From an optimization exercise on the open Yosys and OpenROAD flow, aimed at small area, a short achievable clock period and few clock cycles per item; shortcuts taken in it are not production practice.
At most, simulation tests tie the RTL to the original design; equivalence was not proved.
For runs 1 and 5 to 7, only the layout was checked, not whether the RTL still works.
Power and IR drop assume default switching activity.

==> design.v <==
module huffman(clk, reset, gray_valid, gray_data, CNT_valid, CNT1, CNT2, CNT3, CNT4, CNT5, CNT6,
               code_valid, HC1, HC2, HC3, HC4, HC5, HC6, M1, M2, M3, M4, M5, M6);
input clk;
input reset;
input gray_valid;
input [7:0] gray_data;
output reg CNT_valid;
output [7:0] CNT1, CNT2, CNT3, CNT4, CNT5, CNT6;
output reg code_valid;
output [7:0] HC1, HC2, HC3, HC4, HC5, HC6;
output [7:0] M1, M2, M3, M4, M5, M6;
reg        pv;           
reg  [2:0] pd;
reg        run;          
reg  [3:0] tc;           
reg  [7:0] w [0:5];      
reg  [5:0] m [0:5];      
reg  [4:0] r [1:6];      
assign CNT1 = w[5]; assign CNT2 = w[0]; assign CNT3 = w[1];
assign CNT4 = w[2]; assign CNT5 = w[3]; assign CNT6 = w[4];
wire go      = run | CNT_valid;
wire step    = go & (~tc[3] | (tc[2:0] < 3'd5));    
wire combine = (tc > 4'd4) & tc[0] & (tc != 4'd13);
wire [4:0] uns;
assign uns[0] = tc < 4'd4;
assign uns[1] = tc < 4'd3;
assign uns[2] = tc < 4'd2;
assign uns[3] = tc < 4'd1;
assign uns[4] = 1'b0;
wire [5:1] lt;
genvar gi;
generate for (gi = 1; gi < 6; gi = gi + 1) begin : g_lt
  assign lt[gi] = w[gi] < w[0];
end endgenerate
wire [4:0] c = uns | lt;
reg  [7:0] wsel;
always @* begin
  case (pd)
    3'd1: wsel = w[5];
    3'd2: wsel = w[0];
    3'd3: wsel = w[1];
    3'd4: wsel = w[2];
    3'd5: wsel = w[3];
    default: wsel = w[4];
  endcase
end
wire [7:0] sum = (run ? w[0] : wsel) + (run ? w[1] : 8'd1);
always @(posedge clk or posedge reset) begin
  if (reset) begin
    pv <= 1'b0; pd <= 3'd0; CNT_valid <= 1'b0; code_valid <= 1'b0;
    run <= 1'b0; tc <= 4'd0;
  end else begin
    pv <= gray_valid & ~run;
    pd <= gray_data[2:0];
    CNT_valid <= pv & ~gray_valid;
    if (CNT_valid) run <= 1'b1;
    if (step) tc <= tc + 4'd1;
    code_valid <= step & (tc == 4'd12);
  end
end
wire cnt = pv & (pd != 3'd0) & (pd != 3'd7);
integer i;
always @(posedge clk or posedge reset) begin
  if (reset) begin
    for (i = 0; i < 6; i = i + 1) w[i] <= 8'd0;
    m[0] <= 6'b000010; m[1] <= 6'b000100; m[2] <= 6'b001000;
    m[3] <= 6'b010000; m[4] <= 6'b100000; m[5] <= 6'b000001;
  end else if (step) begin
    if (combine) begin
      w[0] <= sum;
      m[0] <= m[0] | m[1];
      for (i = 1; i < 5; i = i + 1) begin w[i] <= w[i+1]; m[i] <= m[i+1]; end
      w[5] <= 8'hff;
      m[5] <= 6'd0;
    end else begin
      for (i = 0; i < 5; i = i + 1)
        if (c[i]) begin w[i] <= w[i+1]; m[i] <= m[i+1]; end
        else if (i == 0 || c[i-1]) begin w[i] <= w[0]; m[i] <= m[0]; end
      if (c[4]) begin w[5] <= w[0]; m[5] <= m[0]; end
    end
  end else if (cnt) begin
    for (i = 0; i < 5; i = i + 1)
      if (pd == i + 2) w[i] <= sum;
    if (pd == 3'd1) w[5] <= sum;
  end
end
function [4:0] lead(input [4:0] v);    
  lead = {v[4], v[3] & ~v[4], v[2] & ~|v[4:3], v[1] & ~|v[4:2], v[0] & ~|v[4:1]};
endfunction
function [4:0] add_bit(input [4:0] v, input b);   
  reg [4:0] l;
  begin
    l = lead(v);
    add_bit = (v & ~l) | (l & {5{b}}) | {l[3:0], 1'b0};
  end
endfunction
genvar k;
generate for (k = 1; k <= 6; k = k + 1) begin : g_lvl
  wire a = m[0][k-1];
  wire b = m[1][k-1];
  always @(posedge clk or posedge reset) begin
    if (reset) r[k] <= 5'b00001;
    else if (step & combine & (a | b)) r[k] <= add_bit(r[k], a);
  end
end endgenerate
function [7:0] mask_of(input [4:0] v);
  mask_of = {3'b000, |v[4], |v[4:3], |v[4:2], |v[4:1], |v[4:0]};
endfunction
function [7:0] code_of(input [4:0] v, input b);
  code_of = {3'b000, (v & {1'b0, |v[4], |v[4:3], |v[4:2], |v[4:1]}) | (lead(v) & {5{b}})};
endfunction
assign M1 = mask_of(r[1]); assign HC1 = code_of(r[1], m[0][0]);
assign M2 = mask_of(r[2]); assign HC2 = code_of(r[2], m[0][1]);
assign M3 = mask_of(r[3]); assign HC3 = code_of(r[3], m[0][2]);
assign M4 = mask_of(r[4]); assign HC4 = code_of(r[4], m[0][3]);
assign M5 = mask_of(r[5]); assign HC5 = code_of(r[5], m[0][4]);
assign M6 = mask_of(r[6]); assign HC6 = code_of(r[6], m[0][5]);
endmodule
==> run.sh <==
#!/bin/bash
# synth_recipe.tcl (not shown) runs the flow's synth.tcl, then flattens the netlist and writes it again
# the make line also repeats each setting of config.mk as NAME=value (left out here)
make -C /OpenROAD-flow-scripts/flow DESIGN_CONFIG=/design/flow/config.mk WORK_HOME=/design/flow/orfs CLKGATE_MAP_FILE= SYNTH_SCRIPT=/design/flow/synth_recipe.tcl finish
==> config.mk <==
export PLATFORM = sky130hd
export DESIGN_NAME = huffman
export DESIGN_NICKNAME = huffman
export VERILOG_FILES = /design/flow/design.v
export SDC_FILE = /design/flow/constraint.sdc
export NUM_CORES = 4
export LEC_CHECK = 0
export CAP_MARGIN = 20
export CORE_MARGIN = 2
export CORE_UTILIZATION = 40
export SLEW_MARGIN = 20
==> constraint.sdc <==
create_clock -name core_clock -period 4.0 [get_ports {clk}]
set_input_delay 0.8000 -clock core_clock [delete_from_list [all_inputs] [get_ports {clk}]]
set_output_delay 0.8000 -clock core_clock [all_outputs]
set_load 0.01 [all_outputs]
==> flow_summary.yaml, run 1 <==
floorplan:
  boundaryPins: 157
  die_h_um: 149
  initial_core_util_pct: 41.1
  row_count: 52
  die-area_sq_um: 22100
  design.core.area_sq_um: 20400
  die_w_um: 149
finish:
  multi_input_area_sq_um: 4700
  final_layout_size_suffix_gt1_share_pct: 12.9
  final-seq-area_sq_um: 3140
  fillCellCount: 1951
  fin_nets: 1096
  p_r_area_growth_vs_syn_pct: 22.4
  diode_insertion_count_for_antenna_repair: 0
grt:
  antenna_found_initial: 0
  overflow: 0
  grt_start_max_net_pins: 66
  globalRouteTotalUtil_pct: 22.0
  via_count_of_the_first_global_routing_pass: 6699
  grt_first_pass_wirelength_um: 37700
placed_design:
  gp_congestion: 0.845
  place_ws_ns: 0.371
  port-buffer-count: 115
  post_detailed_placement_half_perimeter_wirelength_um: 17100
sta:
  post-route-worst-setup-slack_ns: 0.263
  report.final.hold_viol_count: 0
  grt_setup_unrepaired: "no"
  holdWs_ns: 0.477
  timing.final.crit_period_ns: 3.74
  fmax_ghz: 0.268
  setup_viol: 0
  timing.final.crit_share_pct: 93.4
  setup_tns_ns: 0
  worst_clock_skew_ns: 0.0103
  maxSlewViolCount: 0
  slew_headroom_pct: 44.4
  tightest_slew_ns: 0.834
synth:
  synth.ff_latch_count: 125
  synth_area_leader_cell: "sky130_fd_sc_hd__dfrtp_1"
  syn-cell-area_sq_um: 8370
  number_of_enable_flip_flop_cells_after_synthesis: 0
  synth_ff_type: "sky130_fd_sc_hd__dfrtp_1"
  seq_area_frac_synth_pct: 37.5
  ys_async_sr_fraction_pct: 100
  synth_top_cells_by_area: "sky130_fd_sc_hd__dfrtp_1 (34%), sky130_fd_sc_hd__ha_1 (6.7%), sky130_fd_sc_hd__a21oi_1 (5.1%), sky130_fd_sc_hd__mux2_2 (4.3%), sky130_fd_sc_hd__buf_4 (3.9%)"
  syn_avg_cell_area_sq_um: 8.94
  yosysTopAreaCellShare_pct: 33.8
  synth_warnings: 5
  post_synth_inst_count: 937
  count_of_unique_library_cells_instantiated_by_yosys: 67
clock_network:
  post_cts.resized_instances: 0
  path_clk_slew_ns: 0.06
  clk-insertion-delay-late_ns: 0.43
  cts_htree_levels: 4
  numCtsBuffers: 17
  clock_tree.buffer_depth: 2
  clkSinkCount: 125
  cts-root-buf: "sky130_fd_sc_hd__clkbuf_16"
  cts.hold.buffers_added: 0
  post-cts-setup-buffers: 0
  cts_tree: "built"
run_status:
  status: "complete, no violations"
critical_path:
  cp_data_arrival_time_ns: 4.04
  critPathMaxFanout: 13
  timing.setup.critical_path_class: "reg2reg"
  r2r-end: "w[2][7]$_DFFE_PP0P_"
  critical_path.startpoint_type: "flop"
  first_element_of_the_critical_path: "pd[2]$_DFF_PP0_"
  critPathRequiredTime_ns: 4.30
  rr_worst_depth: 12
  critical_path.endpoint: "w[2][7]$_DFFE_PP0P_"
  worst_r2r_startpoint: "pd[2]$_DFF_PP0_"
  regToRegSetupSlack_ns: 0.26
  endpoint_kind: "flop"
route:
  drcViolationCount: 0
  post_drt_via_cell_ratio: 5.56
  wirelength_um: 24100
  post_drt_wl_per_cell_um: 18.2
  detail-route-antenna-nets: 0
  initialDrtViolationCount: 595
  vias: 7344
  detailed_router_iteration_count_before_antenna_repair: 5
hold_path:
  min_path_type: "reg2reg"
pwr:
  ir_worst_vdd_v: 0.000689
  power.static_leakage_nw: 4.43
  fin_total_pwr_w: 0.0103
  power_density_nw_per_um2: 1000
job:
  maxCapViolations: 0
==> synthesized netlist by cell type (all sizes together) (2+ instances only) <==
library cell	n
a21o	4
a31o	2
a22o	8
nand2	79
or3	8
o22ai	14
nor2	81
xnor2	6
a311oi	7
nor3b	4
mux2	41
o311ai	8
a21oi	86
nor2b	6
nand4	7
a22oi	8
buf	60
and2	14
ha	45
o211ai	9
nor3	13
o21a	25
a31oi	20
xor2	3
dfstp	12
o21ai	70
o31a	5
clkbuf	36
a211oi	2
nand2b	5
mux2i	28
or2	10
o22a	3
nand3	26
dfrtp	113
a41o	2
inv	34
a221oi	5
o221ai	7
a21boi	5
a2111oi	3
o31ai	2
==> report_power, final <==
group | internal (W) | total, W | switching, W
clock | 0.000816 | 0.00144 | 0.000624
combinational | 0.00281 | 0.00637 | 0.00356
sequential | 0.00177 | 0.00245 | 0.000686
==> routing by layer <==
layer	part of all wire, %	wire (um)	track usage [%]	vias to the layer above
li1	-	-	-	3542
met1	48	11500	31.6	3522
met2	44	10700	34.0	251
met3	6.4	1540	3.83	29
met4	1.5	369	6.57	0
met5	0	0	0	-
==> final cells by class <==
class	instances	area share [%]
Sequential cell	125	30.7
Multi-Input combinational cell	717	45.8
Inverter	34	1.28
Tap cell	270	3.30
Clock inverter	14	1.06
Timing Repair Buffer	144	13.6
Clock buffer	18	4.28
==> state kept, by name, indices dropped and copies added (netlist names), named ones only <==
name	count
code_valid	1
m	36
w	48
pv	1
r	24
CNT_valid	1
tc	4
run	1
pd	3
==> metrics by stage <==
stage,instance area (sq um),utilization (%),cells
global route,10200,50.3,1322
global placement,9700,47.6,1290
floorplan,8510,-,972
CTS,10200,50.3,1322
detailed placement,9700,47.6,1290
finish,10200,50.3,1322
==> how the worst min path moves through the flow <==
stage                         from                   to  slack, ns  cells after the start
5_1_grt                       flop                 flop       0.49                      1
3_3_place_gp   m[3][5]$_DFFE_PP0P_  m[3][5]$_DFFE_PP0P_       0.46                      2
3_5_place_dp                  flop                 flop       0.47                      2
4_1_cts                       flop                 flop       0.48                      2
6_report       m[2][3]$_DFFE_PP1P_  m[2][3]$_DFFE_PP1P_       0.48                      2
2_1_floorplan                 flop                 flop       0.45                      2
==> cell families (layout without fill, tap and decap cells) <==
logic type	after synthesis	after routing	synth area share, %
compound gates	300	300	23.2
simple gates	257	257	14.1
buf+inv	130	210	7.99
flops	125	125	37.5
mux	69	69	9.22
fa+ha+maj	46	46	6.96
xor+xnor	9	9	0.941
other cells	1	36	0.0448
==> worst max-delay path: stages, from the launching register on <==
cell                        delay, ns
sky130_fd_sc_hd__dfrtp_1         0.63
sky130_fd_sc_hd__buf_4           0.25
sky130_fd_sc_hd__mux2_2          0.34
sky130_fd_sc_hd__a22oi_1         0.14
sky130_fd_sc_hd__nor2_1          0.06
sky130_fd_sc_hd__a2111oi_0       0.50
sky130_fd_sc_hd__a21oi_1         0.11
sky130_fd_sc_hd__ha_1            0.36
sky130_fd_sc_hd__o21a_1          0.18
sky130_fd_sc_hd__a21oi_1         0.25
sky130_fd_sc_hd__xnor2_1         0.33
sky130_fd_sc_hd__a221oi_1        0.17
sky130_fd_sc_hd__mux2_1          0.31
==> cells in the final DEF (no fill, tap or decap), types with 25 or more instances in the layout <==
cell                              instances
sky130_fd_sc_hd__ha_1                    45
sky130_fd_sc_hd__nor2_1                  80
sky130_fd_sc_hd__clkdlybuf4s50_1        115
sky130_fd_sc_hd__inv_1                   32
sky130_fd_sc_hd__nand3_1                 26
sky130_fd_sc_hd__mux2i_1                 28
sky130_fd_sc_hd__buf_4                   27
sky130_fd_sc_hd__nand2_1                 79
sky130_fd_sc_hd__o21ai_0                 63
sky130_fd_sc_hd__a21oi_1                 86
sky130_fd_sc_hd__mux2_2                  32
sky130_fd_sc_hd__o21a_1                  25
sky130_fd_sc_hd__dfrtp_1                113
sky130_fd_sc_hd__conb_1                  36
==> run 2, diff against run 1 <==
--- a/design.v
+++ b/design.v
@@ -29,2 +29,21 @@
 assign uns[4] = 1'b0;
+function lt8(input [7:0] a, input [7:0] b);   
+  reg [7:0] l, g;
+  reg [3:0] l1, g1;
+  reg [1:0] l2, g2;
+  integer j;
+  begin
+    l = ~a & b;
+    g = a & ~b;
+    for (j = 0; j < 4; j = j + 1) begin
+      l1[j] = l[2*j+1] | ~g[2*j+1] & l[2*j];
+      g1[j] = g[2*j+1] | ~l[2*j+1] & g[2*j];
+    end
+    for (j = 0; j < 2; j = j + 1) begin
+      l2[j] = l1[2*j+1] | ~g1[2*j+1] & l1[2*j];
+      g2[j] = g1[2*j+1] | ~l1[2*j+1] & g1[2*j];
+    end
+    lt8 = l2[1] | ~g2[1] & l2[0];
+  end
+endfunction
 wire [5:1] lt;
@@ -32,17 +51,6 @@
 generate for (gi = 1; gi < 6; gi = gi + 1) begin : g_lt
-  assign lt[gi] = w[gi] < w[0];
+  assign lt[gi] = lt8(w[gi], w[0]);
 end endgenerate
 wire [4:0] c = uns | lt;
-reg  [7:0] wsel;
-always @* begin
-  case (pd)
-    3'd1: wsel = w[5];
-    3'd2: wsel = w[0];
-    3'd3: wsel = w[1];
-    3'd4: wsel = w[2];
-    3'd5: wsel = w[3];
-    default: wsel = w[4];
-  endcase
-end
-wire [7:0] sum = (run ? w[0] : wsel) + (run ? w[1] : 8'd1);
+wire [7:0] sum = w[0] + w[1];
 always @(posedge clk or posedge reset) begin
@@ -60,3 +68,2 @@
 end
-wire cnt = pv & (pd != 3'd0) & (pd != 3'd7);
 integer i;
@@ -80,6 +87,6 @@
     end
-  end else if (cnt) begin
+  end else if (pv) begin
     for (i = 0; i < 5; i = i + 1)
-      if (pd == i + 2) w[i] <= sum;
-    if (pd == 3'd1) w[5] <= sum;
+      if (pd == i + 2) w[i] <= w[i] + 8'd1;
+    if (pd == 3'd1) w[5] <= w[5] + 8'd1;
   end
@@ -109,3 +116,3 @@
 function [7:0] code_of(input [4:0] v, input b);
-  code_of = {3'b000, (v & {1'b0, |v[4], |v[4:3], |v[4:2], |v[4:1]}) | (lead(v) & {5{b}})};
+  code_of = {3'b000, v & ({1'b0, |v[4], |v[4:3], |v[4:2], |v[4:1]} | {5{b}})};
 endfunction
==> run 2 against run 1 <==
Net effect:
- still clean on timing, DRC and antenna
- die area up 1.6%
- core utilization fell by 0.28 points
- clock power grew 15%
- via count increased by 11%
- synthesized area increased by 1.6%
- first-iteration DRC count rose by 18%
- sequential cell count unchanged
- global-route usage grew 1.7 points
- critical path depth did not move
- fmax up 9.6%
- synthesized cell count rose by 10%
- critical path type unchanged
- largest power group unchanged
- highest routed layer unchanged
==> flow_summary.yaml, run 2 <==
run_status:
  status: "complete, no violations"
finish:
  final_layout_size_suffix_gt1_share_pct: 9.23
  final_cell_mix: "sky130_fd_sc_hd__clkdlybuf4s50_1 (115), sky130_fd_sc_hd__dfrtp_1 (113), sky130_fd_sc_hd__nor2_1 (103), sky130_fd_sc_hd__a21oi_1 (98), sky130_fd_sc_hd__o21ai_0 (67)"
  largest_register_ffs: 48
  p_r_area_growth_vs_syn_pct: 23.2
  finish.utilization_pct: 50.0
  layout_commonest_cell: "sky130_fd_sc_hd__clkdlybuf4s50_1"
  fin_nets: 1179
  fillCellCount: 2060
  diode_insertion_count_for_antenna_repair: 0
  layout.cell_area.non_filler_sq_um: 10500
  largest_regs: "w x48, m x36, r x24"
  regMostFlops: "w"
grt:
  globalRouteTotalUtil_pct: 23.6
  antenna_found_initial: 0
  via_count_of_the_first_global_routing_pass: 7608
  grt_start_max_net_pins: 126
  overflow: 0
  grt_first_pass_wirelength_um: 41500
synth:
  synth.ff_latch_count: 125
  number_of_enable_flip_flop_cells_after_synthesis: 0
  ys_async_sr_fraction_pct: 100
  post-synth-top-count-cell: "sky130_fd_sc_hd__dfrtp_1"
  count_of_unique_library_cells_instantiated_by_yosys: 75
  syn_avg_cell_area_sq_um: 8.24
  syn-cell-area_sq_um: 8510
  synth_area_leader_cell: "sky130_fd_sc_hd__dfrtp_1"
  synth_warnings: 5
  post_synth_inst_count: 1033
  synth_top_cells_by_area: "sky130_fd_sc_hd__dfrtp_1 (33%), sky130_fd_sc_hd__a21oi_1 (5.8%), sky130_fd_sc_hd__nor2_1 (4.6%), sky130_fd_sc_hd__ha_1 (4.6%), sky130_fd_sc_hd__o21ai_0 (3.9%)"
  yosysTopAreaCellShare_pct: 33.2
  synth.cells.most_frequent: "sky130_fd_sc_hd__dfrtp_1 (113), sky130_fd_sc_hd__nor2_1 (104), sky130_fd_sc_hd__a21oi_1 (98), sky130_fd_sc_hd__o21ai_0 (67), sky130_fd_sc_hd__inv_1 (65)"
  seq_area_frac_synth_pct: 36.9
  synth_ff_type: "sky130_fd_sc_hd__dfrtp_1"
placed_design:
  place_ws_ns: 0.635
  placedInstanceArea_sq_um: 9870
  port-buffer-count: 115
  gp_congestion: 0.895
  post_detailed_placement_half_perimeter_wirelength_um: 18400
clock_network:
  cts-root-buf: "sky130_fd_sc_hd__clkbuf_16"
  post_cts.resized_instances: 0
  clk-insertion-delay-late_ns: 0.44
  cts_tree: "built"
  path_clk_slew_ns: 0.06
  post-cts-setup-buffers: 0
  clock_tree.buffer_depth: 2
  cts.hold.buffers_added: 0
  cts_htree_levels: 4
  clkSinkCount: 125
  numCtsBuffers: 17
floorplan:
  die_h_um: 150
  row_count: 53
  die_w_um: 150
  die-area_sq_um: 22500
  design.core.area_sq_um: 21000
  boundaryPins: 157
  initial_core_util_pct: 40.6
hold_path:
  holdCritStartpoint: "run$_DFFE_PP0P_"
  min_path_type: "reg2reg"
route:
  drcViolationCount: 0
  vias: 8155
  detail-route-antenna-nets: 0
  initialDrtViolationCount: 704
  detailed_router_iteration_count_before_antenna_repair: 5
  wirelength_um: 26000
  post_drt_via_cell_ratio: 5.73
  post_drt_wl_per_cell_um: 18.3
sta:
  setup_tns_ns: 0
  grt_setup_unrepaired: "no"
  post-route-worst-setup-slack_ns: 0.591
  fmax_ghz: 0.293
  report.final.hold_viol_count: 0
  slew_headroom_pct: 39.8
  timing.final.crit_period_ns: 3.41
  maxSlewViolCount: 0
  tightest_slew_ns: 0.900
  setup_viol: 0
  timing.final.crit_share_pct: 85.2
  worst_clock_skew_ns: 0.0129
critical_path:
  timing.setup.critical_path_class: "reg2reg"
  critPathRequiredTime_ns: 4.30
  endpoint_kind: "flop"
  cpPeakStageDelay_ns: 0.70
  cp_slowest_cell: "sky130_fd_sc_hd__nor2_1"
  cp_num_buf_inv: 3
  critPathMaxFanout: 17
  crit_family: "simple AND/OR/NAND/NOR gates"
  critical_path.startpoint_type: "flop"
  crit_path_cell_trace: "inv_1 -> ha_1 -> nor2b_1 -> o21ai_0 -> nand2b_1 -> buf_4 -> nand2_1 -> nor2_1 -> nor2_1 -> buf_4 -> a311oi_1 -> a21oi_1"
  cp_data_arrival_time_ns: 3.71
  worst_r2r_startpoint: "tc[0]$_DFFE_PP0N_"
  first_element_of_the_critical_path: "tc[0]$_DFFE_PP0N_"
pwr:
  power_density_nw_per_um2: 978
  power.static_leakage_nw: 4.46
  fin_total_pwr_w: 0.0103
  ir_worst_vdd_v: 0.000484
job:
  maxCapViolations: 0
run 2: changes by cell type in the layout (fill, tap and decap cells not counted), moves of 9 or more:
cell and change:
sky130_fd_sc_hd__mux2i_1 -13, sky130_fd_sc_hd__nor2_1 +23, sky130_fd_sc_hd__inv_1 +32, sky130_fd_sc_hd__nand3_1 +19, sky130_fd_sc_hd__nand4_1 +16, sky130_fd_sc_hd__mux2_2 -29, sky130_fd_sc_hd__ha_1 -14, sky130_fd_sc_hd__a21oi_1 +12
sky130_fd_sc_hd__nand2_1 -19, sky130_fd_sc_hd__maj3_1 +9, sky130_fd_sc_hd__nor2b_1 +13
run 2: where the power goes:
group	internal [W]	total (W)	switching, W	leakage (nW)
clock	0.00101	0.00165	0.000641	0.296
sequential	0.00176	0.00250	0.000739	1.48
combinational	0.00247	0.00610	0.00363	2.68
run 2: metrics by stage:
step           std cells  hold WS (ns)
4_1_cts             1424         0.422
2_1_floorplan       1068         0.394
6_report            1424         0.416
3_3_place_gp        1392         0.400
5_1_grt             1424         0.437
3_5_place_dp        1392         0.415
run 2: worst paths after layout:
kind                                        to  slack, ns  cells after the start
max in group asynchronous  m[1][0]$_DFFE_PP0P_       2.57                      3
hold reg to reg                   pv$_DFF_PP0_       0.42                      1
min in group asynchronous  r[4][1]$_DFFE_PP0P_       0.91                      3
setup reg to reg           w[5][6]$_DFFE_PP0P_       0.59                     12
hold / removal                    pv$_DFF_PP0_       0.42                      1
setup / recovery           w[5][6]$_DFFE_PP0P_       0.59                     12
run 2: kinds of logic (layout without fill, tap and decap cells):
| kind of cell | after synthesis | after routing | share of synthesized area [%] |
|---|---|---|---|
| fa+ha+maj | 44 | 44 | 6.25 |
| flops | 125 | 125 | 36.9 |
| simple gates | 325 | 325 | 18.2 |
| compound gates | 340 | 340 | 25.7 |
| buf+inv | 169 | 250 | 9.57 |
| xor+xnor | 10 | 10 | 1.03 |
| other cells | 1 | 36 | 0.0441 |
| mux | 19 | 19 | 2.29 |
run 2: metal layers:
layer	GRT usage, %	routed length [um]	up-vias
met5	0	0	-
met4	9.58	751	0
met3	3.41	1500	62
met2	37.3	12200	285
met1	32.6	11600	3954
li1	-	-	3854
run 2: area by class of cell:
type / count / area (sq um) / area share (%)
repair buffers: 150 / 1430 / 13.6
clock buffers: 18 / 439 / 4.19
multi-input cells: 774 / 4690 / 44.8
clock inverters: 14 / 181 / 1.73
flip-flops and latches: 125 / 3140 / 30.0
well taps: 275 / 344 / 3.28
inverters: 68 / 259 / 2.47
Testbench counts of run 2, summed over its fixed seeds: cycles 22,080, images 192.
==> run 3, diff against run 2 <==
--- a/config.mk
+++ b/config.mk
@@ -10,2 +10,3 @@
 export CORE_UTILIZATION = 40
+export SETUP_SLACK_MARGIN = 1.6
 export SLEW_MARGIN = 20
==> run 3 against run 2 <==
Net effect:
- routed wire length grew 20%
- register-to-register slack better by 0.63 ns
- still clean
- fmax is 23% higher
- non-clock buffer count rose by 183
- synthesized area unchanged
==> flow_summary.yaml, run 3 <==
grt:
  overflow: 0
  via_count_of_the_first_global_routing_pass: 8736
  grt_start_max_net_pins: 69
  antenna_found_initial: 0
  grt_first_pass_wirelength_um: 47500
  globalRouteTotalUtil_pct: 26.8
critical_path:
  timing.critical_path.mode_cell: "sky130_fd_sc_hd__maj3_2"
  critPathMaxFanout: 5
  regToRegSetupSlack_ns: 1.22
  critical_path.startpoint_type: "flop"
  critPathRequiredTime_ns: 4.31
  cp_data_arrival_time_ns: 3.09
  cp_num_buf_inv: 1
  crit_path_cell_trace: "nor2b_4 -> maj3_2 -> maj3_2 -> maj3_2 -> a2111oi_4 -> buf_4 -> mux2_4 -> o21ai_2 -> a21oi_1"
  timing.setup.critical_path_class: "reg2reg"
  r2r-end: "w[3][2]$_DFFE_PP0P_"
  cpPeakStageDelay_ns: 0.51
  rr_worst_depth: 9
  crit_family: "adder cells"
  worst_r2r_startpoint: "w[0][4]$_DFFE_PP0P_"
  cp_slowest_cell: "sky130_fd_sc_hd__dfrtp_4"
  endpoint_kind: "flop"
placed_design:
  placedInstanceArea_sq_um: 9870
  post_detailed_placement_half_perimeter_wirelength_um: 18200
  place_ws_ns: 0.841
  port-buffer-count: 115
  numPlacedInstances: 1379
  gp_congestion: 0.891
sta:
  slew_headroom_pct: 39.3
  maxSlewViolCount: 0
  tightest_slew_ns: 0.909
  timing.final.crit_share_pct: 69.4
  timing.final.crit_period_ns: 2.78
  post-route-worst-setup-slack_ns: 1.22
  report.final.hold_viol_count: 0
  setup_viol: 0
  grt_setup_unrepaired: "yes"
  worst_clock_skew_ns: 0.0110
  setup_tns_ns: 0
  fmax_ghz: 0.360
hold_path:
  number_of_instances_on_the_worst_hold_path: 1
  min_path_type: "reg2reg"
  holdCritStartpoint: "run$_DFFE_PP0P_"
  timing.hold.worst_endpoint: "pv$_DFF_PP0_"
finish:
  largest_regs: "w x48, m x36, r x24"
  fillCellCount: 1715
  finish.utilization_pct: 63.3
  final_cells: 1608
  final_layout_size_suffix_gt1_share_pct: 39.5
  largest_register_ffs: 48
  final-seq-area_sq_um: 3200
  regMostFlops: "w"
  p_r_area_growth_vs_syn_pct: 55.9
  layout_commonest_cell: "sky130_fd_sc_hd__buf_4"
  fin_nets: 1363
  diode_insertion_count_for_antenna_repair: 0
  layout.cell_area.non_filler_sq_um: 13300
  final_cell_mix: "sky130_fd_sc_hd__buf_4 (150), sky130_fd_sc_hd__a21oi_1 (77), sky130_fd_sc_hd__dfrtp_1 (71), sky130_fd_sc_hd__nor2_1 (69), sky130_fd_sc_hd__buf_6 (57)"
  multi_input_area_sq_um: 5720
clock_network:
  cts_htree_levels: 4
  clk-insertion-delay-late_ns: 0.43
  cts_tree: "built"
  cts.hold.buffers_added: 0
  cts-root-buf: "sky130_fd_sc_hd__clkbuf_16"
  clock_tree.buffer_depth: 2
  path_clk_slew_ns: 0.06
  clkSinkCount: 125
  numCtsBuffers: 17
pwr:
  power_density_nw_per_um2: 1070
  ir_worst_vdd_v: 0.000562
  power.static_leakage_nw: 5.84
route:
  drcViolationCount: 0
  vias: 9250
  detail-route-antenna-nets: 0
  initialDrtViolationCount: 628
  detailed_router_iteration_count_before_antenna_repair: 6
  post_drt_wl_per_cell_um: 19.4
  post_drt_via_cell_ratio: 5.75
  wirelength_um: 31200
synth:
  post_synth_inst_count: 1033
  yosysTopAreaCellShare_pct: 33.2
  synth_ff_type: "sky130_fd_sc_hd__dfrtp_1"
  syn_avg_cell_area_sq_um: 8.24
  count_of_unique_library_cells_instantiated_by_yosys: 75
  ys_async_sr_fraction_pct: 100
  synth.cells.most_frequent: "sky130_fd_sc_hd__dfrtp_1 (113), sky130_fd_sc_hd__nor2_1 (104), sky130_fd_sc_hd__a21oi_1 (98), sky130_fd_sc_hd__o21ai_0 (67), sky130_fd_sc_hd__inv_1 (65)"
  number_of_enable_flip_flop_cells_after_synthesis: 0
  synth_warnings: 5
  post-synth-top-count-cell: "sky130_fd_sc_hd__dfrtp_1"
  syn-cell-area_sq_um: 8510
  synth_area_leader_cell: "sky130_fd_sc_hd__dfrtp_1"
  seq_area_frac_synth_pct: 36.9
  synth_top_cells_by_area: "sky130_fd_sc_hd__dfrtp_1 (33%), sky130_fd_sc_hd__a21oi_1 (5.8%), sky130_fd_sc_hd__nor2_1 (4.6%), sky130_fd_sc_hd__ha_1 (4.6%), sky130_fd_sc_hd__o21ai_0 (3.9%)"
  synth.ff_latch_count: 125
job:
  maxCapViolations: 0
floorplan:
  boundaryPins: 157
  row_count: 53
  design.core.area_sq_um: 21000
  die-area_sq_um: 22500
  die_h_um: 150
  initial_core_util_pct: 40.6
  die_w_um: 150
run_status:
  status: "complete, no violations"
## run 3: routing by layer
metal  part of all wire (%)  track usage, %  vias up
li1                       -               -     4230
met1                     41            35.2     4533
met2                     50            44.6      405
met3                    6.4            4.66       82
met4                    3.1            9.48        0
met5                      0               0        -
## run 3: worst max path at each step
stage	endpoint	cells after the start	start	slack [ns]
4_1_cts	w[3][5]$_DFFE_PP0P_	9	w[0][4]$_DFFE_PP0P_	1.33
3_3_place_gp	w[3][1]$_DFFE_PP0P_	8	w[0][4]$_DFFE_PP0P_	0.84
6_report	w[3][2]$_DFFE_PP0P_	9	w[0][4]$_DFFE_PP0P_	1.22
2_1_floorplan	w[3][2]$_DFFE_PP0P_	8	w[0][5]$_DFFE_PP0P_	1.25
3_5_place_dp	w[3][1]$_DFFE_PP0P_	8	w[0][4]$_DFFE_PP0P_	0.84
5_1_grt	w[3][1]$_DFFE_PP0P_	10	w[0][4]$_DFFE_PP0P_	1.16
## run 3: worst reg2reg max path, stage by stage, from the launching register on
cell                        delay (ns)
sky130_fd_sc_hd__dfrtp_4          0.51
sky130_fd_sc_hd__nor2b_4          0.14
sky130_fd_sc_hd__maj3_2           0.29
sky130_fd_sc_hd__maj3_2           0.30
sky130_fd_sc_hd__maj3_2           0.38
sky130_fd_sc_hd__a2111oi_4        0.29
sky130_fd_sc_hd__buf_4            0.23
sky130_fd_sc_hd__mux2_4           0.31
sky130_fd_sc_hd__o21ai_2          0.13
sky130_fd_sc_hd__a21oi_1          0.07
## run 3: cell type report
| class | count | share of cell area [%] |
|---|---|---|
| Timing Repair Buffer | 333 | 22.9 |
| Clock buffer | 17 | 3.21 |
| Sequential cell | 125 | 24.1 |
| Multi-Input combinational cell | 775 | 43.1 |
| Inverter | 68 | 2.16 |
| Clock inverter | 15 | 1.93 |
| Tap cell | 275 | 2.59 |
## run 3: what timing repair did
action | CTS | global route
buffers inserted | 153 | 41
resized for setup | 310 | 190
gates cloned | 2 | 1
pin swaps | 57 | 73
setup endpoints to repair | 170 | 138
## run 3: kinds of logic after synthesis
kind of cell,share of synthesized area (%)
AOI/OAI and AO/OA,25.7
and+or+nand+nor,18.2
buffers and inverters,9.57
DFF,36.9
adders and majority gates,6.25
muxes,2.29
xor gates and xnor gates,1.03
other,0.0441
## run 3: power breakdown
part	internal, W	total [W]	switching, W	leakage [nW]
Combinational	0.00468	0.00987	0.00518	4.08
Clock	0.00118	0.00183	0.000651	0.330
Sequential	0.00179	0.00255	0.000753	1.44
## run 3: through the flow
step	power, W	hold WS [ns]
4_1_cts	0.0125	0.425
3_3_place_gp	0.00850	0.417
6_report	0.0142	0.420
3_5_place_dp	0.00856	0.412
5_1_grt	0.0151	0.446
2_1_floorplan	0.00668	0.394
==> run 4, diff against run 3 <==
--- a/config.mk
+++ b/config.mk
@@ -10,3 +10,3 @@
 export CORE_UTILIZATION = 40
-export SETUP_SLACK_MARGIN = 1.6
+export SETUP_SLACK_MARGIN = 1.2
 export SLEW_MARGIN = 20
==> run 4 against run 3 <==
Net effect:
- clock skew hardly changed
- sequential cell count is the same
- non-clock buffer count is 137 lower
- cell area down 17%
- routed wire length shrank 12%
- critical endpoint is now w[3][1]$_DFFE_PP0P_
- largest cell class unchanged
- highest routed layer unchanged
==> flow_summary.yaml, run 4 <==
run_status:
  status: "complete, no violations"
clock_network:
  clk-insertion-delay-late_ns: 0.43
  cts_htree_levels: 4
  cts_tree: "built"
  numCtsBuffers: 17
  clock_tree.buffer_depth: 2
  clkSinkCount: 125
  cts-root-buf: "sky130_fd_sc_hd__clkbuf_16"
  path_clk_slew_ns: 0.06
route:
  initialDrtViolationCount: 675
  wirelength_um: 27300
  drcViolationCount: 0
  post_drt_wl_per_cell_um: 18.6
  detailed_router_iteration_count_before_antenna_repair: 5
  vias: 8405
  post_drt_via_cell_ratio: 5.72
  detail-route-antenna-nets: 0
placed_design:
  gp_congestion: 0.883
  place_ws_ns: 0.604
  port-buffer-count: 115
  post_detailed_placement_half_perimeter_wirelength_um: 18600
  numPlacedInstances: 1391
job:
  maxCapViolations: 0
floorplan:
  die_h_um: 150
  initial_core_util_pct: 40.6
  die-area_sq_um: 22500
  boundaryPins: 157
  row_count: 53
  die_w_um: 150
  design.core.area_sq_um: 21000
grt:
  global_route.peak_usage_layer: "met2"
  fraction_of_met1_tracks_used_by_global_routing_pct: 31.9
  via_count_of_the_first_global_routing_pass: 7527
  antenna_found_initial: 0
  globalRouteTotalUtil_pct: 23.8
  overflow: 0
  grt_start_max_net_pins: 56
  met2_usage_pct: 38.5
  met3_usage_pct: 4.73
  grt_first_pass_wirelength_um: 41600
finish:
  final_cell_mix: "sky130_fd_sc_hd__clkdlybuf4s50_1 (97), sky130_fd_sc_hd__a21oi_1 (95), sky130_fd_sc_hd__dfrtp_1 (90), sky130_fd_sc_hd__nor2_1 (82), sky130_fd_sc_hd__buf_4 (76)"
  final_cells: 1470
  largest_regs: "w x48, m x36, r x24"
  regMostFlops: "w"
  diode_insertion_count_for_antenna_repair: 0
  final_layout_size_suffix_gt1_share_pct: 18.3
  layout_commonest_cell: "sky130_fd_sc_hd__clkdlybuf4s50_1"
  finish.utilization_pct: 52.7
  p_r_area_growth_vs_syn_pct: 29.8
  fin_nets: 1225
  largest_register_ffs: 48
pwr:
  combPwrFrac_pct: 62.2
  power.static_leakage_nw: 4.77
  ir_worst_vdd_v: 0.000523
  power.share.switching_pct: 48.8
  power_report.internal_total_w: 0.00554
  seq_power_share_pct: 23.4
  switching_pwr_w: 0.00527
  clock_power_share_pct: 14.4
  power_density_nw_per_um2: 979
synth:
  ys_async_sr_fraction_pct: 100
  synth.ff_latch_count: 125
  synth_warnings: 5
  synth-compound-area-share_pct: 25.7
  synth_xor_xnor_area_share_pct: 1.03
  synth_area_leader_cell: "sky130_fd_sc_hd__dfrtp_1"
  synth-adder-area-share_pct: 6.25
  synth_top_family_by_area: "compound AO/OA/AOI/OAI gates"
  synth_top_cells_by_area: "sky130_fd_sc_hd__dfrtp_1 (33%), sky130_fd_sc_hd__a21oi_1 (5.8%), sky130_fd_sc_hd__nor2_1 (4.6%), sky130_fd_sc_hd__ha_1 (4.6%), sky130_fd_sc_hd__o21ai_0 (3.9%)"
  synth.mux.area_fraction_pct: 2.29
  yosysTopAreaCellShare_pct: 33.2
  post_synth_inst_count: 1033
  syn-cell-area_sq_um: 8510
  syn_avg_cell_area_sq_um: 8.24
  seq_area_frac_synth_pct: 36.9
  post-synth-top-count-cell: "sky130_fd_sc_hd__dfrtp_1"
  synth_ff_type: "sky130_fd_sc_hd__dfrtp_1"
  number_of_enable_flip_flop_cells_after_synthesis: 0
  count_of_unique_library_cells_instantiated_by_yosys: 75
  synth-simple-area-share_pct: 18.2
  synth.cells.most_frequent: "sky130_fd_sc_hd__dfrtp_1 (113), sky130_fd_sc_hd__nor2_1 (104), sky130_fd_sc_hd__a21oi_1 (98), sky130_fd_sc_hd__o21ai_0 (67), sky130_fd_sc_hd__inv_1 (65)"
sta:
  maxSlewViolCount: 0
  slew_headroom_pct: 51.3
  post-route-worst-setup-slack_ns: 1.25
  timing.final.crit_share_pct: 68.7
  setup_tns_ns: 0
  grt_setup_unrepaired: "yes"
  fmax_ghz: 0.364
  tightest_slew_ns: 0.726
  setup_viol: 0
  report.final.hold_viol_count: 0
  timing.final.crit_period_ns: 2.75
  worst_clock_skew_ns: 0.0106
critical_path:
  timing.setup.critical_path_class: "reg2reg"
  critical_path.startpoint_type: "flop"
  critPathRequiredTime_ns: 4.37
  critPathMaxFanout: 5
  endpoint_kind: "flop"
  cp_data_arrival_time_ns: 3.12
hold_path:
  min_path_type: "reg2reg"
-- run 4: cell counts after synthesis --
Identical to the previous run, type by type.
-- run 4: repair_timing --
action | in CTS | in global routing
pin swaps | 12 | 15
setup buffers | 28 | 18
setup endpoints to repair | 97 | 102
hold buffers | 0 | 0
resized for setup | 73 | 42
gates cloned | 0 | 1
-- run 4: critical path, stage by stage (launching register included) --
cell and delay [ns]:
sky130_fd_sc_hd__dfrtp_2 0.44, sky130_fd_sc_hd__nor2b_4 0.14, sky130_fd_sc_hd__maj3_2 0.31, sky130_fd_sc_hd__maj3_2 0.31
sky130_fd_sc_hd__maj3_2 0.36, sky130_fd_sc_hd__a2111oi_4 0.25, sky130_fd_sc_hd__buf_6 0.17, sky130_fd_sc_hd__buf_4 0.11
sky130_fd_sc_hd__nor3_1 0.05, sky130_fd_sc_hd__a311oi_1 0.35, sky130_fd_sc_hd__mux2_4 0.21
-- run 4: area by class of cell --
| class | count | area (sq um) |
|---|---|---|
| multi-input combinational | 774 | 4940 |
| sequential | 125 | 3170 |
| clock buffer | 19 | 443 |
| clock inverter | 13 | 139 |
| tap | 275 | 344 |
| inverter | 68 | 264 |
| timing repair buffer | 196 | 1750 |
| fill | 2049 | 9910 |
-- run 4: worst paths after layout --
check / end / cells after the start / startpoint / slack [ns]
worst max-delay path: w[3][1]$_DFFE_PP0P_ / 10 / w[0][4]$_DFFE_PP0P_ / 1.25
worst min-delay path: pv$_DFF_PP0_ / 1 / run$_DFFE_PP0P_ / 0.41
worst max register to register: w[3][1]$_DFFE_PP0P_ / 10 / w[0][4]$_DFFE_PP0P_ / 1.25
worst min register to register: pv$_DFF_PP0_ / 1 / run$_DFFE_PP0P_ / 0.41
max in group asynchronous: m[4][5]$_DFFE_PP1P_ / 3 / reset / 2.45
min in group asynchronous: m[5][4]$_DFFE_PP0P_ / 2 / reset / 0.79
-- run 4: metal layers --
metal / vias to the layer above / routed length, um
li1: 3948 / -
met1: 4051 / 11900
met2: 353 / 13000
met3: 53 / 1760
met4: 0 / 677
met5: - / 0
-- run 4: power by group through the flow --
stage          registers, W  clock network, W  logic, W
2_1_floorplan       0.00226                 0   0.00421
3_3_place_gp        0.00252                 0   0.00593
3_5_place_dp        0.00252                 0   0.00600
4_1_cts             0.00250           0.00158   0.00628
5_1_grt             0.00258           0.00165   0.00731
6_report            0.00253           0.00156   0.00672
-- run 4: cell families (layout without fill, tap and decap cells) --
logic type	after synthesis	after routing
compound gates	340	340
simple gates	325	325
buf+inv	169	296
flops	125	125
fa+ha+maj	44	44
mux	19	19
xor+xnor	10	10
other cells	1	36
-- run 4: through the flow --
step | total power, W | area [sq um] | hold slack (ns)
final | 0.0108 | 11000 | 0.411
after global routing | 0.0115 | 11000 | 0.451
after CTS | 0.0104 | 10800 | 0.414
after detailed placement | 0.00851 | 9860 | 0.406
after global placement | 0.00845 | 9860 | 0.413
after floorplan | 0.00647 | 8650 | 0.394
==> run 5, diff against run 4 <==
--- a/design.v
+++ b/design.v
@@ -69,7 +69,5 @@
 integer i;
-always @(posedge clk or posedge reset) begin
+always @(posedge clk) begin
   if (reset) begin
     for (i = 0; i < 6; i = i + 1) w[i] <= 8'd0;
-    m[0] <= 6'b000010; m[1] <= 6'b000100; m[2] <= 6'b001000;
-    m[3] <= 6'b010000; m[4] <= 6'b100000; m[5] <= 6'b000001;
   end else if (step) begin
@@ -77,11 +75,9 @@
       w[0] <= sum;
-      m[0] <= m[0] | m[1];
-      for (i = 1; i < 5; i = i + 1) begin w[i] <= w[i+1]; m[i] <= m[i+1]; end
+      for (i = 1; i < 5; i = i + 1) w[i] <= w[i+1];
       w[5] <= 8'hff;
-      m[5] <= 6'd0;
     end else begin
       for (i = 0; i < 5; i = i + 1)
-        if (c[i]) begin w[i] <= w[i+1]; m[i] <= m[i+1]; end
-        else if (i == 0 || c[i-1]) begin w[i] <= w[0]; m[i] <= m[0]; end
-      if (c[4]) begin w[5] <= w[0]; m[5] <= m[0]; end
+        if (c[i]) w[i] <= w[i+1];
+        else if (i == 0 || c[i-1]) w[i] <= w[0];
+      if (c[4]) w[5] <= w[0];
     end
@@ -91,2 +87,18 @@
     if (pd == 3'd1) w[5] <= w[5] + 8'd1;
+  end
+end
+always @* m[5] = ~(m[0] | m[1] | m[2] | m[3] | m[4]);
+always @(posedge clk or posedge reset) begin
+  if (reset) begin
+    m[0] <= 6'b000010; m[1] <= 6'b000100; m[2] <= 6'b001000;
+    m[3] <= 6'b010000; m[4] <= 6'b100000;
+  end else if (step) begin
+    if (combine) begin
+      m[0] <= m[0] | m[1];
+      for (i = 1; i < 5; i = i + 1) m[i] <= m[i+1];
+    end else begin
+      for (i = 0; i < 5; i = i + 1)
+        if (c[i]) m[i] <= m[i+1];
+        else if (i == 0 || c[i-1]) m[i] <= m[0];
+    end
   end
@@ -113,3 +125,3 @@
 function [7:0] mask_of(input [4:0] v);
-  mask_of = {3'b000, |v[4], |v[4:3], |v[4:2], |v[4:1], |v[4:0]};
+  mask_of = {3'b000, |v[4], |v[4:3], |v[4:2], |v[4:1], 1'b1};   
 endfunction
--- a/config.mk
+++ b/config.mk
@@ -10,3 +10,3 @@
 export CORE_UTILIZATION = 40
-export SETUP_SLACK_MARGIN = 1.2
+export SETUP_SLACK_MARGIN = 1.3
 export SLEW_MARGIN = 20
==> run 5 against run 4 <==
Net effect:
- sequential cell count is 6 lower
- worst hold slack improved by 0.027 ns
- cell area increased by 0.82%
- still clean on timing, DRC and antenna
- routed wire length decreased by 2.5%
- sequential power fell by 16%
==> flow_summary.yaml, run 5 <==
sta:
  grt_setup_unrepaired: "yes"
  worst_clock_skew_ns: 0.00903
  setup_tns_ns: 0
  post-route-worst-setup-slack_ns: 1.33
  fmax_ghz: 0.374
  tightest_slew_ns: 0.688
  maxSlewViolCount: 0
  slew_headroom_pct: 53.7
  timing.final.crit_share_pct: 66.8
  timing.final.crit_period_ns: 2.67
  setup_viol: 0
  report.final.hold_viol_count: 0
grt:
  grt_first_pass_wirelength_um: 42200
  overflow: 0
  grt_start_max_net_pins: 43
  via_count_of_the_first_global_routing_pass: 7917
  globalRouteTotalUtil_pct: 23.8
  antenna_found_initial: 0
job:
  maxCapViolations: 0
route:
  detail-route-antenna-nets: 0
  wirelength_um: 26600
  post_drt_via_cell_ratio: 5.62
  vias: 8519
  drcViolationCount: 0
  detailed_router_iteration_count_before_antenna_repair: 5
  initialDrtViolationCount: 616
  post_drt_wl_per_cell_um: 17.5
synth:
  synth.cells.most_frequent: "sky130_fd_sc_hd__nor2_1 (101), sky130_fd_sc_hd__a21oi_1 (97), sky130_fd_sc_hd__o21ai_0 (72), sky130_fd_sc_hd__nand2_1 (69), sky130_fd_sc_hd__inv_1 (64)"
  syn-cell-area_sq_um: 8440
  synth_area_leader_cell: "sky130_fd_sc_hd__dfrtp_1"
  yosysTopAreaCellShare_pct: 17.8
  synth_ff_type: "sky130_fd_sc_hd__dfrtp_1"
  ys_async_sr_fraction_pct: 59.7
  post_synth_inst_count: 1070
  seq_area_frac_synth_pct: 32.6
  number_of_enable_flip_flop_cells_after_synthesis: 0
  synth_top_cells_by_area: "sky130_fd_sc_hd__dfrtp_1 (18%), sky130_fd_sc_hd__dfxtp_1 (11%), sky130_fd_sc_hd__a21oi_1 (5.7%), sky130_fd_sc_hd__buf_4 (4.7%), sky130_fd_sc_hd__ha_1 (4.6%)"
  syn_avg_cell_area_sq_um: 7.89
  post-synth-top-count-cell: "sky130_fd_sc_hd__nor2_1"
  synth.ff_latch_count: 119
  synth_warnings: 6
  count_of_unique_library_cells_instantiated_by_yosys: 86
finish:
  largest_regs: "w x48, m x30, r x24"
  layout.cell_area.non_filler_sq_um: 11100
  layout_commonest_cell: "sky130_fd_sc_hd__a21oi_1"
  final_cells: 1517
  fillCellCount: 1971
  fin_nets: 1272
  p_r_area_growth_vs_syn_pct: 31.9
  regMostFlops: "w"
  final_cell_mix: "sky130_fd_sc_hd__a21oi_1 (97), sky130_fd_sc_hd__clkdlybuf4s50_1 (89), sky130_fd_sc_hd__buf_4 (87), sky130_fd_sc_hd__nor2_1 (82), sky130_fd_sc_hd__o21ai_0 (70)"
  final_layout_size_suffix_gt1_share_pct: 20.9
  diode_insertion_count_for_antenna_repair: 0
  largest_register_ffs: 48
placed_design:
  placedInstanceArea_sq_um: 9600
  post_detailed_placement_half_perimeter_wirelength_um: 17600
  port-buffer-count: 109
  gp_congestion: 0.850
  numPlacedInstances: 1407
  place_ws_ns: 0.781
clock_network:
  cts_htree_levels: 4
  cts.hold.buffers_added: 0
  clk-insertion-delay-late_ns: 0.43
  path_clk_slew_ns: 0.06
  numCtsBuffers: 17
  cts-root-buf: "sky130_fd_sc_hd__clkbuf_16"
  clock_tree.buffer_depth: 2
  clkSinkCount: 119
  cts_tree: "built"
pwr:
  power.share.switching_pct: 48.4
  clock_power_share_pct: 15.5
  power_report.internal_total_w: 0.00535
  power.static_leakage_nw: 4.60
  seq_power_share_pct: 20.5
  combPwrFrac_pct: 64.1
  power_density_nw_per_um2: 931
  ir_worst_vdd_v: 0.000530
  fin_total_pwr_w: 0.0104
  switching_pwr_w: 0.00502
floorplan:
  die_h_um: 149
  initial_core_util_pct: 40.4
  design.core.area_sq_um: 20900
  boundaryPins: 157
  die_w_um: 149
  row_count: 53
  die-area_sq_um: 22300
critical_path:
  critical_path.startpoint_type: "flop"
  cp_data_arrival_time_ns: 3.00
  critPathRequiredTime_ns: 4.33
  endpoint_kind: "flop"
  timing.setup.critical_path_class: "reg2reg"
  critPathMaxFanout: 4
run_status:
  status: "complete, no violations"
hold_path:
  min_path_type: "reg2reg"
run 5: cell count changes after synthesis, moves of 12 or more:
cell,change
sky130_fd_sc_hd__a22oi_1,-14
sky130_fd_sc_hd__dfrtp_1,-53
sky130_fd_sc_hd__dfxtp_1,+48
sky130_fd_sc_hd__nand2b_1,+12
sky130_fd_sc_hd__nor2b_1,-12
run 5: path summary, 6_finish.rpt:
check	to	startpoint	slack, ns	cells after the start
setup / recovery	flop	r[5][3]$_DFFE_PP0P_	1.33	19
hold / removal	pv$_DFF_PP0_	run$_DFFE_PP0P_	0.44	1
setup reg to reg	flop	r[5][3]$_DFFE_PP0P_	1.33	19
hold reg to reg	pv$_DFF_PP0_	run$_DFFE_PP0P_	0.44	1
max in group asynchronous	tc[0]$_DFFE_PP0N_	reset	2.54	3
min in group asynchronous	pd[2]$_DFF_PP0_	reset	0.67	2
run 5: critical path: stages, from the launching register on:
cell and delay (ns):
sky130_fd_sc_hd__dfrtp_2 0.40, sky130_fd_sc_hd__or3_4 0.42, sky130_fd_sc_hd__or2_4 0.28, sky130_fd_sc_hd__nor2_4 0.10
sky130_fd_sc_hd__buf_6 0.10, sky130_fd_sc_hd__buf_6 0.08, sky130_fd_sc_hd__buf_4 0.09, sky130_fd_sc_hd__buf_6 0.08
sky130_fd_sc_hd__buf_6 0.08, sky130_fd_sc_hd__buf_6 0.08, sky130_fd_sc_hd__buf_6 0.08, sky130_fd_sc_hd__buf_6 0.08
sky130_fd_sc_hd__buf_4 0.09, sky130_fd_sc_hd__buf_4 0.09, sky130_fd_sc_hd__buf_4 0.09, sky130_fd_sc_hd__buf_6 0.08
sky130_fd_sc_hd__buf_6 0.08, sky130_fd_sc_hd__buf_6 0.08, sky130_fd_sc_hd__buf_6 0.08, sky130_fd_sc_hd__a31oi_4 0.07
run 5: cells by family (layout without fill, tap and decap cells):
logic type / Yosys count / count (layout) / share of synthesized area (%)
AOI/OAI and AO/OA: 354 / 355 / 27.6
and+or+nand+nor: 343 / 343 / 19.6
buffers and inverters: 181 / 312 / 10.8
DFF: 119 / 119 / 32.6
adders and majority gates: 39 / 39 / 5.67
muxes: 21 / 21 / 2.52
xor gates and xnor gates: 11 / 11 / 1.14
other: 2 / 42 / 0.0889
run 5: power by group through the flow:
stage	sequential, W	clock, W	combinational, W
final	0.00212	0.00160	0.00664
after global routing	0.00218	0.00169	0.00722
after CTS	0.00213	0.00162	0.00606
after detailed placement	0.00214	0	0.00553
after global placement	0.00214	0	0.00546
after floorplan	0.00192	0	0.00412
run 5: through the flow:
stage	hold WS (ns)	util (%)
3_5_place_dp	0.419	45.9
4_1_cts	0.441	51.7
3_3_place_gp	0.423	45.9
6_report	0.437	53.3
2_1_floorplan	0.395	-
5_1_grt	0.476	53.3
run 5: what timing repair did:
item,CTS,global route
pin swaps,17,20
endpoints found under the setup margin,104,78
setup buffers,57,20
cloned,1,0
resized for setup,79,61
run 5: routing by layer:
metal / vias up / track usage (%) / share of wire [%]
met4: 0 / 8.19 / 2.6
li1: 4102 / - / -
met2: 308 / 39.9 / 47
met5: - / 0 / 0
met1: 4065 / 31.0 / 45
met3: 44 / 4.16 / 5.6
run 5: final cells by class:
class                   instances  area, sq um  area share (%)
clock buffers                  18          439            3.94
clock inverters                14          174            1.56
inverters                      67          258            2.31
multi-input cells             811         5200            46.7
flip-flops and latches        119         2780            24.9
well taps                     275          344            3.09
repair buffers                213         1950            17.5
==> run 6, diff against run 5 <==
--- a/design.v
+++ b/design.v
@@ -29,21 +29,2 @@
 assign uns[4] = 1'b0;
-function lt8(input [7:0] a, input [7:0] b);   
-  reg [7:0] l, g;
-  reg [3:0] l1, g1;
-  reg [1:0] l2, g2;
-  integer j;
-  begin
-    l = ~a & b;
-    g = a & ~b;
-    for (j = 0; j < 4; j = j + 1) begin
-      l1[j] = l[2*j+1] | ~g[2*j+1] & l[2*j];
-      g1[j] = g[2*j+1] | ~l[2*j+1] & g[2*j];
-    end
-    for (j = 0; j < 2; j = j + 1) begin
-      l2[j] = l1[2*j+1] | ~g1[2*j+1] & l1[2*j];
-      g2[j] = g1[2*j+1] | ~l1[2*j+1] & g1[2*j];
-    end
-    lt8 = l2[1] | ~g2[1] & l2[0];
-  end
-endfunction
 wire [5:1] lt;
@@ -51,3 +32,3 @@
 generate for (gi = 1; gi < 6; gi = gi + 1) begin : g_lt
-  assign lt[gi] = lt8(w[gi], w[0]);
+  assign lt[gi] = w[gi] < w[0];
 end endgenerate
--- a/config.mk
+++ b/config.mk
@@ -10,3 +10,3 @@
 export CORE_UTILIZATION = 40
-export SETUP_SLACK_MARGIN = 1.3
+export SETUP_SLACK_MARGIN = 1.4
 export SLEW_MARGIN = 20
==> run 6 against run 5 <==
Net effect:
- still clean on timing, DRC and antenna
- routed wire length increased by 5.4%
- cell area increased by 0.85%
- sequential power about the same
- synthesized area increased by 4.0%
- final cell count decreased by 1.1%
- critical path depth decreased by 15
- global-route usage about the same
- combinational power decreased by 3.2%
- non-clock buffer count decreased by 30
- synthesized cell count about the same
- critical path type is now reg2out
- largest cell class unchanged
- largest power group unchanged
==> flow_summary.yaml, run 6 <==
finish:
  fin_nets: 1272
  diode_insertion_count_for_antenna_repair: 0
  fillCellCount: 2019
  final_layout_size_suffix_gt1_share_pct: 21.0
  regMostFlops: "w"
  largest_register_ffs: 48
  layout_commonest_cell: "sky130_fd_sc_hd__nor2_1"
  p_r_area_growth_vs_syn_pct: 28.0
  final-seq-area_sq_um: 2780
  final_cells: 1501
  largest_regs: "w x48, m x30, r x24"
  multi_input_area_sq_um: 5690
  final_cell_mix: "sky130_fd_sc_hd__nor2_1 (116), sky130_fd_sc_hd__a21oi_1 (94), sky130_fd_sc_hd__clkdlybuf4s50_1 (89), sky130_fd_sc_hd__buf_4 (68), sky130_fd_sc_hd__nand2_1 (64)"
critical_path:
  rr_worst_depth: 9
  cpPeakStageDelay_ns: 0.41
  endpoint_kind: "primary output"
  r2r-end: "w[1][6]$_SDFFE_PP0P_"
  crit_path_cell_trace: "or3_4 -> or2_4 -> o21a_1 -> buf_2"
  cp_data_arrival_time_ns: 1.77
  timing.setup.critical_path_class: "reg2out"
  critPathRequiredTime_ns: 3.20
  worst_r2r_startpoint: "w[0][2]$_SDFFE_PP0P_"
  regToRegSetupSlack_ns: 1.44
  critPathMaxFanout: 4
  critical_path.startpoint_type: "flop"
  cp_slowest_cell: "sky130_fd_sc_hd__or3_4"
synth:
  synth_xor_xnor_area_share_pct: 1.30
  synth-adder-area-share_pct: 7.64
  synth_top_family_by_area: "compound AO/OA/AOI/OAI gates"
  syn_avg_cell_area_sq_um: 8.21
  yosysTopAreaCellShare_pct: 17.1
  number_of_enable_flip_flop_cells_after_synthesis: 0
  syn-cell-area_sq_um: 8780
  synth-compound-area-share_pct: 27.5
  count_of_unique_library_cells_instantiated_by_yosys: 84
  synth_ff_type: "sky130_fd_sc_hd__dfrtp_1"
  synth.mux.area_fraction_pct: 3.55
  synth.cells.most_frequent: "sky130_fd_sc_hd__nor2_1 (135), sky130_fd_sc_hd__a21oi_1 (99), sky130_fd_sc_hd__nand2_1 (67), sky130_fd_sc_hd__o21ai_0 (66), sky130_fd_sc_hd__dfrtp_1 (60)"
  synth.ff_latch_count: 119
  synth_top_cells_by_area: "sky130_fd_sc_hd__dfrtp_1 (17%), sky130_fd_sc_hd__dfxtp_1 (11%), sky130_fd_sc_hd__ha_1 (7.4%), sky130_fd_sc_hd__nor2_1 (5.8%), sky130_fd_sc_hd__a21oi_1 (5.6%)"
  synth-simple-area-share_pct: 19.3
  post-synth-top-count-cell: "sky130_fd_sc_hd__nor2_1"
  post_synth_inst_count: 1069
  synth_warnings: 6
  synth_area_leader_cell: "sky130_fd_sc_hd__dfrtp_1"
  ys_async_sr_fraction_pct: 59.7
  seq_area_frac_synth_pct: 31.3
floorplan:
  initial_core_util_pct: 40.5
  die_w_um: 152
  die_h_um: 152
  boundaryPins: 157
  die-area_sq_um: 23100
  design.core.area_sq_um: 21700
  row_count: 54
sta:
  setup_tns_ns: 0
  report.final.hold_viol_count: 0
  grt_setup_unrepaired: "yes"
  worst_clock_skew_ns: 0.0177
  slew_headroom_pct: 42.6
  setup_viol: 0
  fmax_ghz: 0.389
  timing.final.crit_period_ns: 2.57
  post-route-worst-setup-slack_ns: 1.43
  tightest_slew_ns: 0.861
  timing.final.crit_share_pct: 64.2
  maxSlewViolCount: 0
route:
  wirelength_um: 28000
  post_drt_wl_per_cell_um: 18.7
  initialDrtViolationCount: 673
  vias: 8708
  drcViolationCount: 0
  detail-route-antenna-nets: 0
  detailed_router_iteration_count_before_antenna_repair: 6
  post_drt_via_cell_ratio: 5.80
job:
  maxCapViolations: 0
grt:
  grt_first_pass_wirelength_um: 44600
  antenna_found_initial: 0
  overflow: 0
  grt_start_max_net_pins: 49
  globalRouteTotalUtil_pct: 23.8
  via_count_of_the_first_global_routing_pass: 7977
hold_path:
  timing.hold.worst_endpoint: "pv$_DFF_PP0_"
  holdCritStartpoint: "run$_DFFE_PP0P_"
  number_of_instances_on_the_worst_hold_path: 1
  min_path_type: "reg2reg"
run_status:
  status: "complete, no violations"
clock_network:
  cts.hold.buffers_added: 0
  numCtsBuffers: 17
  cts-root-buf: "sky130_fd_sc_hd__clkbuf_16"
  clk-insertion-delay-late_ns: 0.43
  clock_tree.buffer_depth: 2
  path_clk_slew_ns: 0.05
  cts_tree: "built"
  cts_htree_levels: 4
  clkSinkCount: 119
pwr:
  fin_total_pwr_w: 0.0101
  ir_worst_vdd_v: 0.000427
  power_density_nw_per_um2: 897
  power.static_leakage_nw: 4.70
placed_design:
  numPlacedInstances: 1420
  port-buffer-count: 109
  place_ws_ns: 0.978
  post_detailed_placement_half_perimeter_wirelength_um: 18600
  gp_congestion: 0.887
run 6: cell types whose count changed in the layout (fill, tap and decap cells not counted), sizes merged, moves of 9 or more:
cell    before  now
buf        106   79
o22ai       22    3
ha          31   52
inv         67   45
nand2b      23    8
o32ai        6   15
nor2       101  138
nor3        32   17
run 6: per-layer routing:
metal	global-route usage, %	wire [um]	up-vias
met3	4.86	1980	48
met5	0	0	-
met1	33.9	13000	4180
li1	-	-	4121
met4	8.50	620	0
met2	36.0	12500	359
run 6: final cells by class:
cell class	instances	area share, %
Multi-Input combinational cell	840	50.6
Sequential cell	119	24.8
Timing Repair Buffer	183	14.8
Clock buffer	24	4.20
Tap cell	280	3.12
Inverter	47	1.61
Clock inverter	8	0.891
run 6: cell families (layout without fill, tap and decap cells):
family	after synthesis	after routing
and+or+nand+nor	347	349
muxes	30	30
xor gates and xnor gates	13	13
adders and majority gates	53	53
other	2	42
AOI/OAI and AO/OA	353	353
DFF	119	119
buffers and inverters	152	262
run 6: report_power, final:
part / internal (W) / switching (W) / total, W
Combinational: 0.00265 / 0.00377 / 0.00643
Clock: 0.000948 / 0.000577 / 0.00153
Sequential: 0.00156 / 0.000567 / 0.00212
run 6: through the flow:
stage	utilization, %	instance area (sq um)	hold slack [ns]
2_1_floorplan	-	8930	0.395
3_3_place_gp	45.9	9950	0.414
3_5_place_dp	45.9	9950	0.413
4_1_cts	50.1	10900	0.431
5_1_grt	51.8	11200	0.439
6_report	51.8	11200	0.429
run 6: worst max path at each step:
stage / from / to / slack [ns] / cells after the start
6_report: r[4][3]$_DFFE_PP0P_ / HC4[0] / 1.43 / 4
5_1_grt: r[6][3]$_DFFE_PP0P_ / HC6[0] / 1.33 / 7
4_1_cts: r[6][3]$_DFFE_PP0P_ / HC6[0] / 1.28 / 7
3_5_place_dp: tc[0]$_DFFE_PP0N_ / w[2][5]$_SDFFE_PP0P_ / 0.98 / 9
3_3_place_gp: tc[0]$_DFFE_PP0N_ / w[2][5]$_SDFFE_PP0P_ / 1.03 / 9
2_1_floorplan: w[0][7]$_SDFFE_PP0P_ / w[3][1]$_SDFFE_PP0P_ / 1.41 / 11
run 6: what timing repair did:
item / CTS / global route
gates cloned: 1 / 1
resized for setup: 109 / 55
setup endpoints to repair: 85 / 74
pin swaps: 17 / 30
setup buffers: 27 / 20
run 6: critical path, delay by kind of cell (launching register included):
family	cells	cell delay, ns
flip-flops	1	0.40
AO/OA/AOI/OAI	1	0.16
AND/OR/NAND/NOR	2	0.66
buffers and inverters	1	0.13
==> run 7, diff against run 6 <==
--- a/config.mk
+++ b/config.mk
@@ -10,3 +10,3 @@
 export CORE_UTILIZATION = 40
-export SETUP_SLACK_MARGIN = 1.4
+export SETUP_SLACK_MARGIN = 1.55
 export SLEW_MARGIN = 20
==> run 7 against run 6 <==
Net effect:
- synthesized area did not move
- highest routed layer unchanged
- worst hold slack better by 0.0087 ns
- die area did not move
- still clean on timing, DRC and antenna
- total power increased by 19%
- final cell count increased by 6.3%
- clock skew down 0.011 ns
- clock-buffer cell count shrank 6
- first-iteration DRC count up 52%
- sequential power down 2%
- critical path depth is the same
- global-route usage rose by 1.5 points
==> flow_summary.yaml, run 7 <==
run_status:
  status: "complete, no violations"
synth:
  synth_area_leader_cell: "sky130_fd_sc_hd__dfrtp_1"
  syn_avg_cell_area_sq_um: 8.21
  number_of_enable_flip_flop_cells_after_synthesis: 0
  ys_async_sr_fraction_pct: 59.7
  post_synth_inst_count: 1069
  yosysTopAreaCellShare_pct: 17.1
  synth_ff_type: "sky130_fd_sc_hd__dfrtp_1"
  syn-cell-area_sq_um: 8780
critical_path:
  cp_num_buf_inv: 1
  critical_path.startpoint_type: "flop"
  timing.setup.critical_path_class: "reg2out"
  worst_r2r_startpoint: "w[0][5]$_SDFFE_PP0P_"
  crit_path_cell_trace: "or3_4 -> or2_4 -> o21a_1 -> buf_2"
  critPathRequiredTime_ns: 3.20
  first_element_of_the_critical_path: "r[4][4]$_DFFE_PP0P_"
  critPathMaxFanout: 3
grt:
  via_count_of_the_first_global_routing_pass: 8467
  globalRouteTotalUtil_pct: 25.3
  grt_start_max_net_pins: 45
clock_network:
  cts-root-buf: "sky130_fd_sc_hd__clkbuf_16"
  path_clk_slew_ns: 0.06
  cts_tree: "built"
  clkSinkCount: 119
hold_path:
  holdCritStartpoint: "run$_DFFE_PP0P_"
  number_of_instances_on_the_worst_hold_path: 1
sta:
  maxSlewViolCount: 0
  setup_viol: 0
  timing.final.crit_period_ns: 2.55
  grt_setup_unrepaired: "yes"
  worst_clock_skew_ns: 0.00689
  tightest_slew_ns: 0.799
finish:
  finish.utilization_pct: 57.4
  largest_register_ffs: 48
  final_cells: 1595
  diode_insertion_count_for_antenna_repair: 0
pwr:
  combPwrFrac_pct: 69.6
  ir_worst_vdd_v: 0.000505
  power.share.switching_pct: 47.5
  fin_total_pwr_w: 0.0120
floorplan:
  design.core.area_sq_um: 21700
  die_h_um: 152
route:
  detailed_router_iteration_count_before_antenna_repair: 5
  post_drt_wl_per_cell_um: 19.2
  detail-route-antenna-nets: 0
placed_design:
  gp_congestion: 0.897
  port-buffer-count: 109
  post_detailed_placement_half_perimeter_wirelength_um: 18400
job:
  maxCapViolations: 0
[run 7: cell counts after synthesis]
Identical to the previous run, type by type.
[run 7: cell type report]
type | count | area [sq um]
clock inverter | 14 | 163
clock buffer | 18 | 429
tap | 280 | 350
timing repair buffer | 274 | 2410
fill | 1932 | 9240
multi-input combinational | 843 | 6120
inverter | 47 | 189
sequential | 119 | 2790
[run 7: per-stage QoR]
step | setup slack, ns | cell area [sq um]
2_1_floorplan | 1.54 | 8960
3_3_place_gp | 0.956 | 9930
3_5_place_dp | 0.971 | 9930
4_1_cts | 1.41 | 11800
5_1_grt | 1.38 | 12400
6_report | 1.45 | 12400
[run 7: metal layers]
| metal | up-vias | GRT usage, % | part of all wire (%) |
|---|---|---|---|
| met5 | - | 0 | 0 |
| met4 | 0 | 9.75 | 3.4 |
| met3 | 90 | 4.27 | 8.1 |
| met2 | 460 | 38.6 | 44 |
| met1 | 4410 | 35.9 | 45 |
| li1 | 4309 | - | - |
[run 7: timing repair]
| action | CTS | global route |
|---|---|---|
| gates cloned | 4 | 2 |
| resized for setup | 211 | 117 |
| pin swaps | 46 | 56 |
| buffers inserted | 111 | 28 |
| endpoints found under the setup margin | 148 | 104 |
[run 7: kinds of logic (layout without fill, tap and decap cells)]
family | count (synthesis) | in the layout | synth area share, %
AO/OA/AOI/OAI | 353 | 353 | 27.5
AND/OR/NAND/NOR | 347 | 352 | 19.3
buffers and inverters | 152 | 353 | 9.32
flip-flops | 119 | 119 | 31.3
adder cells (fa/ha/maj) | 53 | 53 | 7.64
multiplexers | 30 | 30 | 3.55
XOR/XNOR | 13 | 13 | 1.30
other | 2 | 42 | 0.0856
[run 7: worst paths after layout]
path / endpoint / slack (ns)
worst max-delay path: HC4[0] / 1.45
worst min-delay path: pv$_DFF_PP0_ / 0.44
worst max register to register: w[4][2]$_SDFFE_PP0P_ / 1.47
worst min register to register: pv$_DFF_PP0_ / 0.44
max in group asynchronous: r[6][4]$_DFFE_PP0P_ / 2.12
min in group asynchronous: m[3][3]$_DFFE_PP0P_ / 0.83
[run 7: worst register-to-register path, delay by kind of cell (launching register included)]
family	cells	cell delay, ns
buf+inv	3	0.49
compound gates	5	0.89
flops	1	0.37
fa+ha+maj	1	0.25
simple gates	2	0.47
[run 7: power groups by stage]
stage               Sequential, W  Combinational (W)  Clock, W
floorplan                 0.00191            0.00420         0
global placement          0.00213            0.00541         0
detailed placement        0.00213            0.00547         0
CTS                       0.00203            0.00710   0.00160
global route              0.00211            0.00890   0.00165
finish                    0.00207            0.00835   0.00158

-- static timing again, ports no longer ideal --
How much do the figures lean on ideal ports? The routed layouts below were timed once more, with nothing changed but the port constraints.
Step 1 assumes that a clkbuf_16 drives the clock port and a buf_2 every other input.
Step 2, shift: input delay + t, output delay - t, t = (earliest + latest rising clock arrival at the registers) / 2. This alone moves slack from input paths to output paths.
a / b / c = no drivers / after step 1 / after step 2; a / b = the first two.
run | t, ns | setup slack, ns
run 1 | 0.467 | 0.263 / 0.263 / 0.263
run 2 | 0.476 | 0.591 / 0.591 / 0.591
run 3 | 0.468 | 1.224 / 1.224 / 1.224
run 4 | 0.474 | 1.252 / 1.240 / 1.252
run 5 | 0.471 | 1.328 / 1.285 / 1.328
run 6 | 0.468 | 1.431 / 1.386 / 1.234
run 7 | 0.478 | 1.448 / 1.399 / 1.360
After both steps setup and hold are still met in every run listed.
